What follows belongs to an exercise in optimizing a design on an open flow for small area, a short achievable clock period and few clock cycles per item; a production flow would make more cautious choices. Function was checked by simulation only, so behaviour that the tests miss may differ from the original.

--- run.sh ---
#!/bin/bash
# synth_recipe.tcl (not shown) runs the flow's synth.tcl, then flattens the netlist and writes it again
# the make line also repeats each setting of config.mk as NAME=value (left out here)
make -C /OpenROAD-flow-scripts/flow DESIGN_CONFIG=/design/flow/config.mk WORK_HOME=/design/flow/orfs CLKGATE_MAP_FILE= SYNTH_SCRIPT=/design/flow/synth_recipe.tcl finish
--- config.mk ---
export PLATFORM = sky130hd
export DESIGN_NAME = sm4_top
export DESIGN_NICKNAME = sm4_top
export VERILOG_FILES = /design/flow/design.v
export SDC_FILE = /design/flow/constraint.sdc
export NUM_CORES = 4
export LEC_CHECK = 0
export CAP_MARGIN = 20
export CORE_MARGIN = 2
export CORE_UTILIZATION = 40
export SLEW_MARGIN = 20
--- constraint.sdc ---
create_clock -name core_clock -period 6.5 [get_ports {clk}]
set_input_delay 1.3000 -clock core_clock [delete_from_list [all_inputs] [get_ports {clk}]]
set_output_delay 1.3000 -clock core_clock [all_outputs]
set_load 0.01 [all_outputs]
--- design.v ---
module sbox(b, Sb);
    input[7:0] b;
    output[7:0] Sb;
    wire[7:0] g;
    wire[9:0] m;
    wire[3:0] p,l;
    wire[17:0] e;
    Input M1(b, g, m);
    Top M2(g, m, p);
    Middle M3(p, l);
    Bottom M4(g, m, l, e);
    Output M5(e, Sb);
endmodule
module XOR(t, a, b);
    output t;
    input a,
    b;
    xor(t, a, b);
endmodule
module XNOR(t, a, b);
    output t;
    input a,
    b;
    xnor(t, a, b);
endmodule
module NAND(t, a, b);
    output t;
    input a,
    b;
    nand(t, a, b);
endmodule
module NOR(t, a, b);
    output t;
    input a,
    b;
    nor(t, a, b);
endmodule
module Input(b, g, m);
    input[7:0] b;
    output[7:0] g;
    output[9:0] m;
    wire t1,
        t2,
        t3,
        t4,
        t5,
        t6,
        t7,
        t8,
        t9,
        t10,
        t11,
        t12,
        t13,
        t14,
        t15,
        t16,
        t17;
    XOR m1(t1, b[7], b[5]);
    XNOR m2(t2, b[5], b[1]);
    XNOR m3(t3, b[0], t2);
    XOR m4(t4, b[6], b[2]);
    XOR m5(t5, b[3], t3);
    XOR m6(t6, b[4], t1);
    XOR m7(t7, b[1], t5);
    XOR m8(t8, b[1], t4);
    XOR m9(t9, t6, t8);
    XOR m10(t10, t6, t7);
    XNOR m11(t11, b[3], t1);
    XNOR m12(t12, b[6], t9);
    XOR m13(t13, t4, t10);
    XOR m14(t14, t2, t11);
    XOR m15(t15, t12, t14);
    XOR m16(t16, t3, t12);
    XOR m17(t17, t11, t16);
    assign g = {t15, t14, ~b[0], t2, t5, t13, t7, t10};
    assign m = {t12, t9, t17, b[1], t11, t4, t16, t8, t3, t6};
endmodule
module Top(g, m, d);
    input[7:0] g;
    input[9:0] m;
    output[3:0] d;
    wire t1,
        t2,
        t3,
        t4,
        t5,
        t6,
        t7,
        t8,
        t9,
        t10,
        t11,
        t12,
        t13,
        t14,
        t15,
        t16,
        t17,
        t18,
        t19,
        t20,
        t21,
        t22,
        t23,
        t24;
    NAND m1(t1, g[5], g[1]);
    NAND m2(t2, m[1], m[0]);
    NAND m3(t3, g[4], g[0]);
    NAND m4(t4, g[7], g[3]);
    NAND m5(t5, m[9], m[8]);
    NOR m6(t6, g[6], g[2]);
    NOR m7(t7, g[7], g[3]);
    NOR m8(t8, m[9], m[8]);
    NOR m9(t9, m[7], m[6]);
    NAND m10(t10, m[3], m[2]);
    NAND m11(t11, m[5], m[4]);
    NOR m12(t12, m[3], m[2]);
    XOR m13(t13, t1, t2);
    XOR m14(t14, t3, t2);
    XOR m15(t15, t4, t13);
    XOR m16(t16, t5, t14);
    XOR m17(t17, t9, t10);
    XOR m18(t18, t11, t12);
    XOR m19(t19, t6, t15);
    XOR m20(t20, t7, t16);
    XOR m21(t21, t19, t17);
    XOR m22(t22, t20, t18);
    XOR m23(t23, t8, t15);
    XOR m24(t24, t6, t16);
    assign d[3] = t21;
    assign d[2] = t22;
    assign d[1] = t23;
    assign d[0] = t24;
endmodule
module Middle(p, l);
    input[3:0] p;
    output[3:0] l;
    wire t1,
        t2,
        t3,
        t4,
        t5,
        t6,
        t7,
        t8,
        t9,
        t10,
        t11,
        t12,
        t13,
        t14,
        t15;
    NAND m1(t1, p[3], p[0]);
    NOR m2(t2, t1, p[2]);
    NAND m3(t3, p[2], p[0]);
    XOR m4(t4, p[1], t3);
    NOR m5(t5, p[2], t4);
    NAND m6(t6, p[1], t4);
    NOR m7(t7, p[3], t4);
    NOR m8(t8, t7, t2);
    XNOR m9(t9, t5, t7);
    XNOR m10(t10, t9, p[3]);
    NAND m11(t11, t6, t8);
    NAND m12(t12, t8, p[1]);
    XNOR m13(t13, p[0], t12);
    NAND m14(t14, t1, p[2]);
    NAND m15(t15, t9, t14);
    assign l[3] = t13;
    assign l[2] = t11;
    assign l[1] = t15;
    assign l[0] = t10;
endmodule
module Bottom(g, m, l, e);
    input[7:0] g;
    input[9:0] m;
    input[3:0] l;
    output[17:0] e;
    wire k4,
        k3,
        k2,
        k1,
        k0;
    XOR m1(k4, l[3], l[2]);
    XOR m2(k3, l[3], l[1]);
    XOR m3(k2, l[2], l[0]);
    XOR m4(k1, k3, k2);
    XOR m5(k0, l[1], l[0]);
    NAND m6(e[17], g[2], l[2]);
    NAND m7(e[16], g[3], l[3]);
    NAND m8(e[15], m[8], k4);
    NAND m9(e[14], m[2], k1);
    NAND m10(e[13], m[4], k2);
    NAND m11(e[12], m[6], k3);
    NAND m12(e[11], g[0], l[0]);
    NAND m13(e[10], g[1], l[1]);
    NAND m14(e[9], m[0], k0);
    NAND m15(e[8], g[6], l[2]);
    NAND m16(e[7], g[7], l[3]);
    NAND m17(e[6], m[9], k4);
    NAND m18(e[5], m[3], k1);
    NAND m19(e[4], m[5], k2);
    NAND m20(e[3], m[7], k3);
    NAND m21(e[2], g[4], l[0]);
    NAND m22(e[1], g[5], l[1]);
    NAND m23(e[0], m[1], k0);
endmodule
module Output(e, Sb);
    input[17:0] e;
    output[7:0] Sb;
    wire E11,
        E10,
        E9,
        E8,
        E7,
        E6,
        E5,
        E4,
        E3,
        E2,
        E1,
        E0;
    wire t1,
        t2,
        t3,
        t4,
        t5,
        t6,
        t7,
        t8,
        t9,
        t10,
        t11,
        t12,
        t13,
        t14,
        t15,
        t16;
    XOR m1(E11, e[17], e[16]);
    XOR m2(E10, e[15], e[16]);
    XOR m3(E9, e[14], e[13]);
    XOR m4(E8, e[12], e[13]);
    XOR m5(E7, e[11], e[10]);
    XOR m6(E6, e[9], e[10]);
    XOR m7(E5, e[8], e[7]);
    XOR m8(E4, e[6], e[7]);
    XOR m9(E3, e[5], e[4]);
    XOR m10(E2, e[3], e[4]);
    XOR m11(E1, e[2], e[1]);
    XOR m12(E0, e[0], e[1]);
    XOR m13(t1, E9, E7);
    XOR m14(t2, E1, t1);
    XOR m15(t3, E3, t2);
    XOR m16(t4, E5, E3);
    XOR m17(t5, E4, t4);
    XOR m18(t6, E4, E0);
    XOR m19(t7, E11, E7);
    XOR m20(t8, t1, t4);
    XOR m21(t9, t1, t6);
    XOR m22(t10, E2, t5);
    XOR m23(t11, E10, E8);
    XNOR m24(t12, t3, t11);
    XOR m25(t13, t10, t12);
    XNOR m26(t14, t3, t7);
    XNOR m27(t15, E10, E6);
    XOR m28(t16, t6, t14);
    assign Sb = {t15, t13, t8, t14, t11, t9, t12, t16};
endmodule
module ck (
    clk,en,init,out
);
    input               clk;
    input               en;
    input               init;
    output  [7:0]       out;
    reg     [7:0]       temp;
    wire    [7:0]       temp_cur;
    assign temp_cur = (!en) ? temp : (init ? 8'b00000000 : temp + 8'b00000111);
    always @(posedge clk) begin
        if (en)
            temp <= temp_cur;
    end
    assign out = {temp_cur[0],temp_cur[1],temp_cur[2],temp_cur[3],temp_cur[4],temp_cur[5],temp_cur[6],temp_cur[7]};
endmodule
module control (
    clk,rst,start,d_ck,
    ctrl_k,ctrl_s,ctrl_rt_s,ctrl_sbox,ctrl_sbox_k,ctrl_ck,ctrl_init_ck,
    done,ck,fk
);
    input           clk;
    input           rst;
    input           start;
    input   [7:0]   d_ck;
    output  [1:0]   ctrl_k;
    output  [2:0]   ctrl_s;
    output          ctrl_rt_s;
    output          ctrl_sbox;
    output          ctrl_sbox_k;
    output          ctrl_ck;
    output          ctrl_init_ck;
    output          done;
    output          ck;
    output          fk;
    localparam [0:127] d_fk = {32'ha3b1bac6,32'h56aa3350,32'h677d9197,32'hb27022dc};
    reg     [5:0]   round;   
    reg     [6:0]   count; 
    reg     [1:0]   ctrl_k;
    reg     [2:0]   ctrl_s;
    reg             ctrl_rt_s;
    reg             ctrl_sbox;
    reg             ctrl_sbox_k;
    reg             ctrl_ck;
    reg             ck;
    reg             ctrl_init_ck;
    reg             done;
    wire    [7:0]   d_ck;
    wire            fk;
    assign fk = d_fk[count];
    always @(posedge clk or negedge rst) begin
        if(!rst)begin
            count   <= 0;
            round   <= 0;
        end
        else begin  
            if (start == 0 ) begin
                count   <= 0;
                round   <= 0;
            end    
            else begin   
                if (round == 0 && count == 7'b1111111) begin   
                    round <= round + 6'b000001;
                    count <= 6'b000000;
                end 
                if (round == 35 && count == 7'b1111111) begin   
                    round <= 0;
                    count <= 6'b000000;
                end 
                else if (round != 0 && round != 35 && count == 7'b0011111) begin
                    round <= round + 6'b000001;
                    count <= 6'b000000;
                end
                else    count <= count +  7'b0000001; 
            end
        end
    end
    always @(*) begin
        if (round != 0 && 0 <= count && count <= 12) begin
            ctrl_k = 2'b01;
        end
        else if (round != 0 && 13 <= count && count <= 22) begin
            ctrl_k = 2'b11;
        end
        else if (round != 0 && 23 <= count && count <= 31) begin
            ctrl_k = 2'b10;
        end
        else ctrl_k = 2'b00;
    end
    always @(*) begin
        if ( 2 <= round && round <= 33 && 0 <= count && count <= 1) begin
            ctrl_s = 3'b001;
        end
        else if ( 2 <= round && round <= 33 && 2 <= count && count <= 9) begin
            ctrl_s = 3'b011;
        end
        else if ( 2 <= round && round <= 33 && 10 <= count && count <= 17) begin
            ctrl_s = 3'b010;
        end
        else if ( 2 <= round && round <= 33 && 18 <= count && count <= 23) begin
            ctrl_s = 3'b110;
        end
        else if ( 2 <= round && round <= 33 && 24 <= count && count <= 31) begin
            ctrl_s = 3'b111;
        end
        else if (round == 34) begin
            ctrl_s = 3'b101;
        end
        else if (round == 1 || (35 == round )) begin
            ctrl_s = 3'b100;
        end
        else ctrl_s = 3'b000;
    end
    always @(*) begin
        if (2 <= round && 24 <= count) begin
            ctrl_rt_s = 1;
        end
        else ctrl_rt_s = 0;
    end
    always @(*) begin
        if (count == 127) begin
            ctrl_sbox = 1;
        end
        else if (round != 0 && count[2:0] == 7) begin
            ctrl_sbox = 1;
        end
        else ctrl_sbox = 0;
    end
    always @(*) begin
        if (round != 0 && count[2:0] == 0) begin     
            ctrl_sbox_k = 1;
        end
        else ctrl_sbox_k = 0;
    end    
    always @(*) begin
        if (count == 120) 
            ctrl_ck = 1;
        else if (round !=0 && count[2:0] == 0 ) 
            ctrl_ck = 1;
        else ctrl_ck = 0;
    end
    always @(*) begin
        if (120 <= count && count <= 127) begin
            ck = d_ck[count[2:0]];
        end
        else if (round != 0) begin
            ck = d_ck[count[2:0]];
        end     
        else ck = 0;
    end
    always @(*) begin
        if (count == 120 ) 
            ctrl_init_ck = 1;
        else ctrl_init_ck = 0;
    end
    always @(*) begin
        if ( round == 35 ) begin
            done = 1;
        end
        else done = 0;
    end
endmodule
module reg_key (
    clk,in,fk,ck,rt_out_k,
    ctrl_k,
    out_rk,rt_in_k
);
    input           clk;
    input           in;
    input           fk;
    input           ck;
    input           rt_out_k;
    input   [1:0]   ctrl_k;
    output          out_rk;
    output          rt_in_k;
    reg    [31:0]   r0_p,r1_p,r2_p,r3_p;
    wire   [1:0]    ctrl_k;
    assign rt_in_k = r1_p[23] ^ r2_p[23] ^ r3_p[23] ^ ck;
    assign out_rk = r3_p[23];
    always @(posedge clk) begin
        r0_p[31:24] <= r0_p[30:23];
        r0_p[22:14] <= r0_p[21:13];
        r0_p[12:0] <= {r0_p[11:0],r1_p[31]};
        r1_p <= {r1_p[30:0],r2_p[31]};
        r2_p <= {r2_p[30:0],r3_p[31]};
        r3_p[31:24] <= r3_p[30:23];
        r3_p[22:14] <= r3_p[21:13];
        r3_p[12:1] <= r3_p[11:0];
        if (ctrl_k == 1) begin             
            r0_p[23] <= r0_p[22] ^ rt_out_k;
            r0_p[13] <= r0_p[12] ^ rt_out_k;
            r3_p[23] <= r3_p[22];
            r3_p[13] <= r3_p[12];
            r3_p[0] <= r0_p[31] ^ rt_out_k;
        end
        else if (ctrl_k == 3) begin
            r0_p[23] <= r0_p[22] ^ rt_out_k;
            r0_p[13] <= r0_p[12];
            r3_p[23] <= r3_p[22];
            r3_p[13] <= r3_p[12] ^ rt_out_k;
            r3_p[0] <= r0_p[31] ^ rt_out_k;
        end
        else if (ctrl_k == 2) begin
            r0_p[23] <= r0_p[22];
            r0_p[13] <= r0_p[12];
            r3_p[23] <= r3_p[22] ^ rt_out_k;
            r3_p[13] <= r3_p[12] ^ rt_out_k;
            r3_p[0] <= r0_p[31] ^ rt_out_k;
        end
        else begin
            r0_p[23] <= r0_p[22];
            r0_p[13] <= r0_p[12];
            r3_p[23] <= r3_p[22];
            r3_p[13] <= r3_p[12];
            r3_p[0] <= in ^ fk;
        end
    end
endmodule
module reg_state (
    clk,in,rk,rt_out_s,
    ctrl_s,ctrl_rt_s,done,
    out_c,rt_in_s
);
    input           clk;
    input           in;
    input           rk;
    input           rt_out_s;
    input   [2:0]   ctrl_s;
    input           ctrl_rt_s;
    input           done;
    output          out_c;
    output          rt_in_s;
    reg    [31:0]   r0_p,r1_p,r2_p,r3_p;
    wire   [2:0]    ctrl_s;
    wire            temp;
    wire            done;  
    assign temp = r0_p[23] ^ r1_p[23] ^ r2_p[23] ^ rk;
    assign rt_in_s = (ctrl_rt_s) ? temp ^ rt_out_s : temp;
    assign out_c = (done) ? r0_p[31] : 0 ;
    always @(posedge clk) begin
        r0_p[31: 1] <= r0_p[30: 0];
            r1_p[31: 1] <= r1_p[30: 0];
            r2_p[31:25] <= r2_p[30:24];
            r2_p[23:19] <= r2_p[22:18];
            r2_p[17:11] <= r2_p[16:10];
            r2_p[ 9: 3] <= r2_p[ 8: 2];
            r2_p[1] <= r2_p[0];
            r3_p[31:25] <= r3_p[30:24];
            r3_p[23:19] <= r3_p[22:18];
            r3_p[17:11] <= r3_p[16:10];
            r3_p[ 9: 3] <= r3_p[ 8: 2];
            r3_p[1] <= r3_p[0];
            if (ctrl_s == 1) begin  
                r0_p[ 0] <= r1_p[31];
                r1_p[ 0] <= r2_p[31];
                r2_p[24] <= r2_p[23];
                r2_p[18] <= r2_p[17];
                r2_p[10] <= r2_p[ 9];
                r2_p[ 2] <= r2_p[ 1];
                r2_p[ 0] <= r3_p[31] ^ rt_out_s;
                r3_p[24] <= r3_p[23] ^ rt_out_s;
                r3_p[18] <= r3_p[17] ^ rt_out_s;
                r3_p[10] <= r3_p[ 9] ^ rt_out_s;
                r3_p[ 2] <= r3_p[ 1] ^ rt_out_s;
                r3_p[ 0] <= r0_p[31];
            end
            else if (ctrl_s == 3) begin
                r0_p[ 0] <= r1_p[31];
                r1_p[ 0] <= r2_p[31];
                r2_p[24] <= r2_p[23];
                r2_p[18] <= r2_p[17];
                r2_p[10] <= r2_p[ 9];
                r2_p[ 2] <= r2_p[ 1] ^ rt_out_s;
                r2_p[ 0] <= r3_p[31] ^ rt_out_s;
                r3_p[24] <= r3_p[23] ^ rt_out_s;
                r3_p[18] <= r3_p[17] ^ rt_out_s;
                r3_p[10] <= r3_p[ 9] ^ rt_out_s;
                r3_p[ 2] <= r3_p[ 1];
                r3_p[ 0] <= r0_p[31];
            end
            else if (ctrl_s == 2) begin
                r0_p[ 0] <= r1_p[31];
                r1_p[ 0] <= r2_p[31];
                r2_p[24] <= r2_p[23];
                r2_p[18] <= r2_p[17];
                r2_p[10] <= r2_p[ 9] ^ rt_out_s;
                r2_p[ 2] <= r2_p[ 1] ^ rt_out_s;
                r2_p[ 0] <= r3_p[31] ^ rt_out_s;
                r3_p[24] <= r3_p[23] ^ rt_out_s;
                r3_p[18] <= r3_p[17] ^ rt_out_s;
                r3_p[10] <= r3_p[ 9];
                r3_p[ 2] <= r3_p[ 1];
                r3_p[ 0] <= r0_p[31];
            end
            else if (ctrl_s == 6) begin
                r0_p[ 0] <= r1_p[31];
                r1_p[ 0] <= r2_p[31];
                r2_p[24] <= r2_p[23];
                r2_p[18] <= r2_p[17] ^ rt_out_s;
                r2_p[10] <= r2_p[ 9] ^ rt_out_s;
                r2_p[ 2] <= r2_p[ 1] ^ rt_out_s;
                r2_p[ 0] <= r3_p[31] ^ rt_out_s;
                r3_p[24] <= r3_p[23] ^ rt_out_s;
                r3_p[18] <= r3_p[17];
                r3_p[10] <= r3_p[ 9];
                r3_p[ 2] <= r3_p[ 1];
                r3_p[ 0] <= r0_p[31];
            end
            else if (ctrl_s == 7) begin
                r0_p[ 0] <= r1_p[31];
                r1_p[ 0] <= r2_p[31];
                r2_p[24] <= r2_p[23] ^ rt_out_s;
                r2_p[18] <= r2_p[17] ^ rt_out_s;
                r2_p[10] <= r2_p[ 9] ^ rt_out_s;
                r2_p[ 2] <= r2_p[ 1] ^ rt_out_s;
                r2_p[ 0] <= r3_p[31] ^ rt_out_s;
                r3_p[24] <= r3_p[23];
                r3_p[18] <= r3_p[17];
                r3_p[10] <= r3_p[ 9];
                r3_p[ 2] <= r3_p[ 1];
                r3_p[ 0] <= r0_p[31];
            end
            else if (ctrl_s == 5) begin
                r0_p[ 0] <= r2_p[31];
                r1_p[ 0] <= r1_p[31];
                r2_p[24] <= r2_p[23];
                r2_p[18] <= r2_p[17];
                r2_p[10] <= r2_p[ 9];
                r2_p[ 2] <= r2_p[ 1];
                r2_p[ 0] <= r0_p[31];
                r3_p[24] <= r3_p[23];
                r3_p[18] <= r3_p[17];
                r3_p[10] <= r3_p[ 9];
                r3_p[ 2] <= r3_p[ 1];
                r3_p[ 0] <= r3_p[31];                
            end
            else if (ctrl_s == 4) begin
                r0_p[ 0] <= r1_p[31];
                r1_p[ 0] <= r2_p[31];
                r2_p[24] <= r2_p[23];
                r2_p[18] <= r2_p[17];
                r2_p[10] <= r2_p[ 9];
                r2_p[ 2] <= r2_p[ 1];
                r2_p[ 0] <= r3_p[31];
                r3_p[24] <= r3_p[23];
                r3_p[18] <= r3_p[17];
                r3_p[10] <= r3_p[ 9];
                r3_p[ 2] <= r3_p[ 1];
                r3_p[ 0] <= r0_p[31];
            end
            else begin
                r0_p[ 0] <= r1_p[31];
                r1_p[ 0] <= r2_p[31];
                r2_p[24] <= r2_p[23];
                r2_p[18] <= r2_p[17];
                r2_p[10] <= r2_p[ 9];
                r2_p[ 2] <= r2_p[ 1];
                r2_p[ 0] <= r3_p[31];
                r3_p[24] <= r3_p[23];
                r3_p[18] <= r3_p[17];
                r3_p[10] <= r3_p[ 9];
                r3_p[ 2] <= r3_p[ 1];
                r3_p[ 0] <= in;
            end
    end
endmodule
module reg_t (
    clk,in,sbox_out,ctrl_sbox,sbox_in,out
);
    input           clk;
    input           in;
    input   [7:0]   sbox_out;
    input           ctrl_sbox;              
    output          out;
    output  [7:0]   sbox_in;
    reg     [7:0]  temp_p;         
    assign sbox_in = {temp_p[6:0],in};
    assign out = temp_p[7]; 
    always @(posedge clk) begin         
        if (ctrl_sbox) 
            temp_p [7:0] <= sbox_out;   
        else  temp_p[7:0] <= {temp_p[6:0],in};  
    end
endmodule
module reg_t_k (
    clk,in,sbox_out,ctrl_sbox,sbox_in,out
);
    input           clk;
    input           in;
    input   [7:0]   sbox_out;
    input           ctrl_sbox;              
    output          out;
    output  [7:0]   sbox_in;
    reg     [7:0]  temp_p;         
    assign  sbox_in = temp_p[7:0];
    assign out = (ctrl_sbox) ? sbox_out[7] : temp_p[7]; 
    always @(posedge clk) begin         
        if (ctrl_sbox) begin
            temp_p [7:0] <= {sbox_out[6:0],in};  
        end  
        else  begin
            temp_p[7:0] <= {temp_p[6:0],in};
        end
    end
endmodule
module sm4_top (
    clk,rst,start,i_plaintext,i_key,
    o_data,o_done
);
    input           clk;
    input           rst;
    input           start;
    input           i_plaintext;
    input           i_key;
    output          o_data;
    output          o_done;
    wire            fk;
    wire            ck;
    wire            rk;
    wire            rt_out_k;
    wire            rt_in_k;
    wire    [1:0]   ctrl_k;
    wire    [2:0]   ctrl_s;
    wire            ctrl_rt_s;
    wire            rt_out_s;
    wire            rt_in_s;
    wire            ctrl_sbox;
    wire            ctrl_sbox_k;
    wire    [7:0]   sbox_in;
    wire    [7:0]   sbox_in_k;  
    wire    [7:0]   sbox_out;
    wire    [7:0]   sbox_in_s;
    wire            ctrl_ck;
    wire    [7:0]   d_ck;
    wire            ctrl_init_ck;
    assign sbox_in = (ctrl_sbox_k) ? sbox_in_k : sbox_in_s; 
    control c(
        .clk(clk),
        .rst(rst),
        .start(start),
        .d_ck(d_ck),
        .ctrl_k(ctrl_k),
        .ctrl_s(ctrl_s),
        .ctrl_rt_s(ctrl_rt_s),
        .ctrl_sbox(ctrl_sbox),
        .ctrl_sbox_k(ctrl_sbox_k),
        .ctrl_ck(ctrl_ck),
        .ctrl_init_ck(ctrl_init_ck),
        .done(o_done),
        .ck(ck),
        .fk(fk)
    );
    reg_key key(
    .clk(clk),
    .in(i_key),
    .fk(fk),
    .ck(ck),
    .rt_out_k(rt_out_k),
    .ctrl_k(ctrl_k),
    .out_rk(rk),
    .rt_in_k(rt_in_k)
    );
    reg_state state(
    .clk(clk),
    .in(i_plaintext),
    .rk(rk),
    .rt_out_s(rt_out_s),
    .ctrl_s(ctrl_s),
    .ctrl_rt_s(ctrl_rt_s),
    .done(o_done),
    .out_c(o_data),
    .rt_in_s(rt_in_s)
    );
    reg_t_k t_key(
    .clk(clk),
    .in(rt_in_k),
    .sbox_out(sbox_out),
    .ctrl_sbox(ctrl_sbox_k),
    .sbox_in(sbox_in_k),
    .out(rt_out_k)
    );
    reg_t t_state(
    .clk(clk),
    .in(rt_in_s),
    .sbox_out(sbox_out),
    .ctrl_sbox(ctrl_sbox),
    .sbox_in(sbox_in_s),
    .out(rt_out_s)
    );
    ck ck0(
    .clk(clk),
    .en(ctrl_ck),
    .init(ctrl_init_ck),
    .out(d_ck)
    );
    sbox s(
    .b(sbox_in),
    .Sb(sbox_out)
    );
endmodule
==> run notes <==
[stage by stage]
step | setup WS, ns
floorplan | 0.008606
global placement | 0.3587
detailed placement | 0.2068
CTS | 0.1572
global route | 0.007779
finish | 0.4175
[final cells by class]
cell class | instances | share of cell area [%]
inverter | 19 | 0.6128
clock buffer | 33 | 6.161
clock inverter | 13 | 1.376
timing repair buffer | 44 | 2.967
sequential | 293 | 51.65
tap | 330 | 3.548
multi-input combinational | 534 | 33.68
[cell families (layout without fill, tap and decap cells)]
family / count (synthesis) / after routing
muxes: 39 / 39
AOI/OAI and AO/OA: 145 / 145
and+or+nand+nor: 245 / 245
DFF: 293 / 293
xor gates and xnor gates: 89 / 89
buffers and inverters: 43 / 109
adders and majority gates: 16 / 16
[path summary, 6_finish.rpt]
check,endpoint,slack (ns),cells after the start
max in group asynchronous,c.count[1],4.90,1
setup reg to reg,t_state.temp_p[6],0.42,23
hold / removal,state.r1_p[5],0.32,0
hold reg to reg,state.r1_p[5],0.32,0
setup / recovery,t_state.temp_p[6],0.42,23
min in group asynchronous,c.round[4],1.17,1
[timing repair]
action | 4_1_cts | 5_1_grt
setup endpoints to repair | 0 | 11
buffers inserted | 0 | 7
gates resized for setup | 0 | 5
endpoints found under the hold margin | 0 | 0
[routing by layer]
metal | vias to the layer above | GRT usage [%]
met4 | 0 | 4.867
li1 | 3063 | -
met5 | - | 0
met3 | 38 | 2.190
met1 | 2846 | 20.89
met2 | 132 | 19.77
[sequential cells by signal, indices dropped and copies added, names as in the netlist]
| name | cells |
|---|---|
| t_key.temp_p | 8 |
| state.r1_p | 32 |
| ck0.temp | 8 |
| c.round | 6 |
| key.r0_p | 32 |
| key.r1_p | 32 |
| t_state.temp_p | 8 |
| c.count | 7 |
| state.r3_p | 32 |
| key.r2_p | 32 |
| key.r3_p | 32 |
| state.r0_p | 32 |
| state.r2_p | 32 |
[critical path, stage by stage (launching register included)]
cell and delay, ns:
dfrtp_1 0.47, nor4_4 0.35, a21o_4 0.23, mux2i_4 0.28
xor2_2 0.21, xor2_2 0.10, ha_1 0.36, buf_4 0.21
nor2_1 0.06, o21ai_1 0.23, a21boi_2 0.11, mux2_2 0.36
xnor2_4 0.20, nand2_1 0.08, o21ai_0 0.22, ha_1 0.32
a221oi_1 0.23, a31oi_1 0.25, a41oi_1 0.31, nand3_2 0.13
xnor2_1 0.29, xnor3_2 0.52, xnor2_1 0.16, mux2_2 0.26
[cell usage in the layout (no fill, tap or decap), drive strengths merged, types with 4 or more instances in the layout]
| cell | synthesis | routed |
|---|---|---|
| nand3 | 19 | 19 |
| a211o | 4 | 4 |
| a21boi | 4 | 4 |
| mux2 | 12 | 12 |
| clkbuf | 14 | 33 |
| or3 | 4 | 4 |
| xnor3 | 6 | 6 |
| o21ai | 45 | 45 |
| nor3 | 16 | 16 |
| nor2 | 74 | 74 |
| buf | 10 | 38 |
| a21oi | 31 | 31 |
| nand2b | 9 | 9 |
| or2 | 4 | 4 |
| o211ai | 6 | 6 |
| nand4 | 8 | 8 |
| a211oi | 14 | 14 |
| ha | 16 | 16 |
| xor2 | 27 | 27 |
| xnor2 | 56 | 56 |
| edfxtp | 8 | 8 |
| clkinv | 0 | 7 |
| mux2i | 25 | 25 |
| clkdlybuf4s50 | 0 | 6 |
| inv | 19 | 21 |
| and2 | 10 | 10 |
| dfxtp | 272 | 272 |
| and3 | 4 | 4 |
| nand2 | 76 | 76 |
| nor2b | 13 | 13 |
| dfrtp | 13 | 13 |
| o22ai | 8 | 8 |
==> summary.txt <==
Synthesis
  – Count leader, synth: dfxtp_1
  – Largest family of logic cells by synthesized area: simple AND/OR/NAND/NOR gates
  – Post-Syn Instances: 870
  – Post-synth top flop: dfxtp_1
  – Synth area leaders: dfxtp_1 54%, xnor2_1 4.5%, dfrtp_1 3.2%, nand2_1 2.7%, nor2_1 2.7%
  – Compound-Gate Fraction of Synth Area: 10.16%
  – Area share of the largest cell type after synthesis: 54.19%
  – Yosys warning count: 6
  – Area leader, netlist: dfxtp_1
  – Sequential fraction of the synthesis area: 59.82%
  – Syn nets: 891
  – Post-synthesis mux area share: 4.844%
  – EDFF count, synth: 8
  – Asr flop ratio synth: 4.437%
  – Post-Syn Area: 10050 um^2
  – XOR/XNOR Fraction of Synth Area: 9.476%
  – Area share of and/or/nand/nor cells after synthesis: 11.68%
  – Post-Synth Adder-Cell Area: 1.992%
  – Yosys reg bits: 293
  – Synth top cells by count: 272 x dfxtp_1, 73 x nand2_1, 72 x nor2_1
  – Mean Syn Cell Area: 11.55 um^2
  – Distinct cells, synth: 79

Worst hold path
  – Min-delay worst type: register to register
  – Hold Startpoint: state.r1_p[4]

Floorplan
  – Die height: 162.5 um
  – Die area: 26400 um^2
  – IO Pins: 7
  – Die Wd: 162.5 um
  – Core area: 24890 um^2
  – Initial Util: 40.37%
  – Row count: 58

Place
  – IO buf count: 6
  – Detailed placement HPWL: 12500 um
  – Post-placement cell count: 1213
  – Routability congestion estimate: 0.8608
  – Area of placed instances: 10690 um^2

Timing
  – Fmax: 164.4 MHz
  – Min Tclk post-route: 6.082 ns
  – Final Setup Violations: 0
  – Slew headroom: 35.53%
  – RSZ-0062 raised after global routing: false
  – Worst Tran Pin Value: 0.9596 ns
  – Hold WS: 0.3205 ns
  – Total negative slack: 0 ns
  – Final Hold Vio Count: 0
  – Fin crit share: 93.58%
  – Clock Skew: 0.007348 ns
  – Max Slew Vio Count: 0

Worst setup path
  – Critical-path maximum fanout: 7
  – Crit. Startpoint: c.round[5]
  – Critical path arrival: 6.51 ns
  – Critical Path RT: 6.93 ns
  – Critical path launch point type: register
  – FF-to-FF Start: c.round[5]
  – Crit. End Element: register
  – Crit Path Class: register to register

Global routing
  – Global-route wire length before repair: 29240 um
  – Initial antenna violation count: 0
  – Final global-route overflow total: 0
  – Vias in the first global route: 5620
  – Largest net degree at the start of global routing: 28
  – Total track usage: 13.77%

Detailed routing
  – Met2 WL post-DR: 7504 um
  – Max Used Layer: met4
  – Drt total wl: 18190 um
  – # DRC: 0
  – Drt wl/cell: 14.37 um
  – Routed wl met3: 725 um
  – DR vias/cell: 4.802
  – Vias: 6079
  – Metal-1 WL: 9475 um
  – DRT antenna net count: 0
  – Drt initial violations: 579
  – DR pass1 iterations: 8

CTS
  – Reg clk slew, reported paths: 0.07 ns
  – Sinks on Clock Net: 293
  – CTS Buffer Depth: 3
  – Hold buffer count at CTS: 0
  – Later-pin clock latency in the skew report: 0.53 ns
  – TritonCTS buffer count: 26
  – CTS tree: done
  – H-tree Lvls: 1
  – Clk root buf: clkbuf_16

Finish
  – Post-Route Utilization: 46.75%
  – Final #Nets: 939
  – Fin area: 11640 um^2
  – FF/Latch Area: 6011 um^2
  – Fin cells: 1266
  – Synth-to-layout area growth: 15.81%
  – # fillers: 2237
  – Fraction of layout cells with a size suffix above 1: 15.92%
  – # diodes: 0
  – Area of the multi-input gates: 3920 um^2

Outcome
  – Status: finished clean

Flow run
  – Maxcap violations: 0
Testbench counts, summed over its fixed seeds: cycles 86,016, blocks 64.

==> separate check: timing with driven ports <==
No port has a modelled driver above. Below, the same layout with a new extraction and two added sets of constraints.
Step 1 sets driving cells, clkbuf_16 on the clock port and buf_2 on the other inputs (assumed; they add their load-dependent delay and slew).
Step 2 adds t to the input delays and takes it off the output delays; t is the mean of the earliest and latest rising clock arrival at the registers after step 1. Input paths then give back, and output paths get back, about the clock's delay inside the block.
Slacks: no drivers / after step 1 / after step 2; pairs: no drivers / after step 1.
t (ns): 0.573
slack for setup (ns): 0.418 / 0.418 / 0.418
latest minus earliest clock arrival (ns): 0.009 / 0.009
worst register clock-pin slew, ns: 0.07 / 0.07
worst slew at a driven data input, ns: 0.03
After both steps this run still meets setup and hold. The setup slack of this run moves by 0.000 ns with the drivers and by 0.000 ns with both steps.
